This design comes from an exercise in tuning for small area, a short achievable clock period and few clock cycles per item on the open sky130 flow, not from production work. The RTL was checked by simulation tests, not by an equivalence proof against the original design. Power and IR drop assume default switching activity.

// md5_crack
module md5_crack(
  input clk,
  input reset_n,
  input start,               
  input [31:0] first,        
  input [127:0] target,      
  output done,               
  output found,              
  output [31:0] password     
    );
Size in the first run: about 7200 cells after synthesis, about 0.078 mm² of cells after synthesis.
make LEC_CHECK=0 CAP_MARGIN=20 CORE_MARGIN=2 CORE_UTILIZATION=55 CTS_CLUSTER_DIAMETER=150 CTS_CLUSTER_SIZE=22 SETUP_SLACK_MARGIN=2.4 SLEW_MARGIN=20 finish   # period 5.0 ns
run.sh (not shown) runs the stock make flow with config.mk's settings and CLKGATE_MAP_FILE= SYNTH_SCRIPT=/design/flow/synth_recipe.tcl, a recipe that flattens the netlist after the stock synthesis.
Testbench counts at the start, summed over its fixed seeds: cycles 177,915, candidates 8,001.
Then changed:
--- a/flow/design.v
+++ b/flow/design.v
@@ -17,50 +17,49 @@
     g = g0; p = p0;
     for (l = 0; l < 5; l = l + 1)
       for (i = 0; i < 32; i = i + 1)
         if (((i >> l) & 1) == 1) begin
           g[i] = g[i] | (p[i] & g[((i >> l) << l) - 1]);
           p[i] = p[i] & p[((i >> l) << l) - 1];
         end
     pg_sum = p0 ^ {g[30:0], 1'b0};
   end
 endfunction
 reg [31:0] aA, cA, dA;                
-reg [31:0] pB, gB, bB, cB, dB;        
+reg [31:0] uB, wB, bB, cB, dB;        
 reg [31:0] xC, bC, cC, dC;            
 reg [31:0] pD, gD, bD, cD, dD;        
 reg [31:0] fa;
 always @(*) begin
   case (fA)
     2'd0: fa = (bA & cA) | (~bA & dA);
     2'd1: fa = (dA & bA) | (~dA & cA);
     2'd2: fa = bA ^ cA ^ dA;
     default: fa = cA ^ (bA | ~dA);
   endcase
 end
 wire [31:0] u1  = aA ^ kwA ^ vA;               
 wire [31:0] w1  = (aA & kwA) | (aA & vA) | (kwA & vA);
 wire [31:0] w1s = {w1[30:0], 1'b0};
 wire [31:0] u2  = u1 ^ w1s ^ fa;
 wire [31:0] w2  = (u1 & w1s) | (u1 & fa) | (w1s & fa);
-wire [31:0] w2s = {w2[30:0], 1'b0};
-wire [31:0] xB  = pg_sum(pB, gB);
+wire [31:0] xB = pg_sum(uB ^ wB, uB & wB);
 wire [31:0] l0 = sC[0] ? {xC[30:0], xC[31]}    : xC;
 wire [31:0] l1 = sC[1] ? {l0[29:0], l0[31:30]} : l0;
 wire [31:0] l2 = sC[2] ? {l1[27:0], l1[31:28]} : l1;
 wire [31:0] l3 = sC[3] ? {l2[23:0], l2[31:24]} : l2;
 wire [31:0] l4 = sC[4] ? {l3[15:0], l3[31:16]} : l3;
 wire [31:0] bnD = pg_sum(pD, gD);
 always @(posedge clk) begin
   aA <= dD; bA <= bnD; cA <= bD; dA <= cD;
-  pB <= u2 ^ w2s;  gB <= u2 & w2s;
+  uB <= u2;  wB <= {w2[30:0], 1'b0};
   bB <= bA;  cB <= cA;  dB <= dA;
   xC <= xB;  bC <= bB;  cC <= cB;  dC <= dB;
   if (ldD) begin
     pD <= IV_B;  gD <= 32'd0;
     bD <= IV_C;  cD <= IV_D;  dD <= IV_A;
   end else begin
     pD <= bC ^ l4;  gD <= bC & l4;
     bD <= bC;  cD <= cC;  dD <= dC;
   end
 end
 endmodule
@@ -170,24 +169,23 @@
 reg [NDP-1:1] vdp;      
 reg [4*NDP-1:0] m;      
 reg        at_end;      
 reg        u0r, u1r;    
 reg [5:0]  rr;          
 reg [31:0] kwA;
 reg [1:0]  fA;
 reg [4:0]  sB, sC;
 reg [32*NDP-1:0] vA;    
 reg [31:0] tw;
 reg [4*NDP-1:0] pc;
-reg [3:0]  wsel;        
-reg [3:0]  wseln;       
+reg [1:0]  widx;        
 assign done     = done_r;
 assign found    = found_r;
 assign password = {base, plo};
 function [7:0] lo_plus(input [7:0] l, input [1:0] j);
   reg [4:0] u;    
   begin
     case ({l[3:1], j})
       5'd0: u = 5'h00;
       5'd1: u = 5'h01;
       5'd2: u = 5'h02;
       5'd3: u = 5'h03;
@@ -232,26 +230,32 @@
 always @(*) begin
   inc6 = base;
   cy = 1'b1;
   for (k = 2; k < 8; k = k + 1) begin
     if (cy) begin
       if (inc6[4*k +: 4] == 4'd9) inc6[4*k +: 4] = 4'd0;
       else begin inc6[4*k +: 4] = inc6[4*k +: 4] + 4'd1; cy = 1'b0; end
     end
   end
 end
 wire [8:0] t1    = t + 9'd1;
-wire [8:0] t2s   = t + 9'd2;
-wire [1:0] widx2 = t2s[3:2] - 2'd1;    
-wire [31:0] ivw  = ({32{wsel[0]}} & IV_A) | ({32{wsel[1]}} & IV_D) |
-                   ({32{wsel[2]}} & IV_C) | ({32{wsel[3]}} & IV_B);
+wire [1:0] widxn = t1[3:2] - 2'd1;
+reg  [31:0] ivw;
+always @(*) begin
+  case (widx)
+    2'd0: ivw = IV_A;
+    2'd1: ivw = IV_D;
+    2'd2: ivw = IV_C;
+    default: ivw = IV_B;
+  endcase
+end
 function [3:0] check(input [31:0] b, input [31:0] iv, input [31:0] tg);
   reg [31:0] creq, cgen, bitok;
   begin
     creq  = b ^ iv ^ tg;
     cgen  = (b & iv) | (b & creq) | (iv & creq);
     bitok = ~({creq[31:1], 1'b0} ^ {cgen[30:0], creq[0]});
     check = {&bitok[31:24], &bitok[23:16], &bitok[15:8], &bitok[7:0]};
   end
 endfunction
 wire        ldD = (t == 9'd510) | (t == 9'd511) | (t == 9'd0) | (t == 9'd1);
 wire [32*NDP-1:0] bA;
@@ -347,19 +351,22 @@
   lo2    <= lo_p4(lo_p4(lo));
   at_end <= (base == 24'h999999) & wrap[3];
   vdp    <= ~({wrap[2], wrap[1]} & {2{base == 24'h999999}});
   u0r    <= use_w0;
   u1r    <= use_w1;
   rr  <= t1[7:2] + {5'd0, (t1[1:0] == 2'd3)};
   kwA <= kw_rom(rr);
   fA  <= rr[5:4];
   sB  <= s_of(t[7:2]);
   sC  <= sB;
   vA  <= vnext;
-  tw <= ({32{wseln[0]}} & bswap(target[127:96])) | ({32{wseln[1]}} & bswap(target[31:0])) |
-        ({32{wseln[2]}} & bswap(target[63:32]))  | ({32{wseln[3]}} & bswap(target[95:64]));
-  wseln <= 4'b0001 << widx2;
-  wsel  <= wseln;
+  case (widxn)
+    2'd0: tw <= bswap(target[127:96]);
+    2'd1: tw <= bswap(target[31:0]);
+    2'd2: tw <= bswap(target[63:32]);
+    default: tw <= bswap(target[95:64]);
+  endcase
+  widx <= widxn;
   for (q = 0; q < NDP; q = q + 1)
     pc[4*q +: 4] <= check(bA[32*q +: 32], ivw, tw);
 end
 endmodule
Effect:
- sequential share of layout area fell by 0.58 points
- worst setup slack improved by 11 ps
- utilization came out higher by 0.13 points
- design area went up by 1.2%
- via count is lower by 1.4%
- critical path depth does not change
- maximum frequency increases by 0.40%
- total power came out higher by 1.3%
- cell count went up by 0.32%
- routed wire length goes down by 3.4%
- non-clock buffer count rose by 18
- die area came out higher by 0.59%
- register-to-register slack is about the same
- worst hold slack degrades by 17 ps
Testbench counts after the change, summed over its fixed seeds: cycles 177,915, candidates 8,001.

==> what the ideal ports hide <==
Ports are ideal in the flow. The routed layouts listed here were re-timed in OpenROAD. Step 1 (the two cells are an assumption about what drives the block):
set clk [get_ports {clk}]
set_driving_cell -lib_cell sky130_fd_sc_hd__clkbuf_16 $clk
set_driving_cell -lib_cell sky130_fd_sc_hd__buf_2 [delete_from_list [all_inputs] $clk]
Step 2 adds t to the input delays and takes it off the output delays; t is the mean of the earliest and latest rising clock arrival at the registers after step 1. Input paths then give back, and output paths get back, about the clock's delay inside the block. Slacks: no drivers / after step 1 / after step 2; pairs: no drivers / after step 1.
| run | shift t [ns] | setup slack, ns | worst setup path after step 2 | latest minus earliest clock arrival (ns) |
|---|---|---|---|---|
| the first run | 0.825 | 2.279 / 2.279 / 1.818 | input to register | 0.059 / 0.058 |
| the second run | 0.830 | 2.290 / 2.290 / 1.760 | input to register | 0.065 / 0.064 |
After both steps every run listed still meets setup and hold. The setup slack of the second run, which loses most, moves by 0.000 ns with the drivers and by -0.530 ns with both steps.
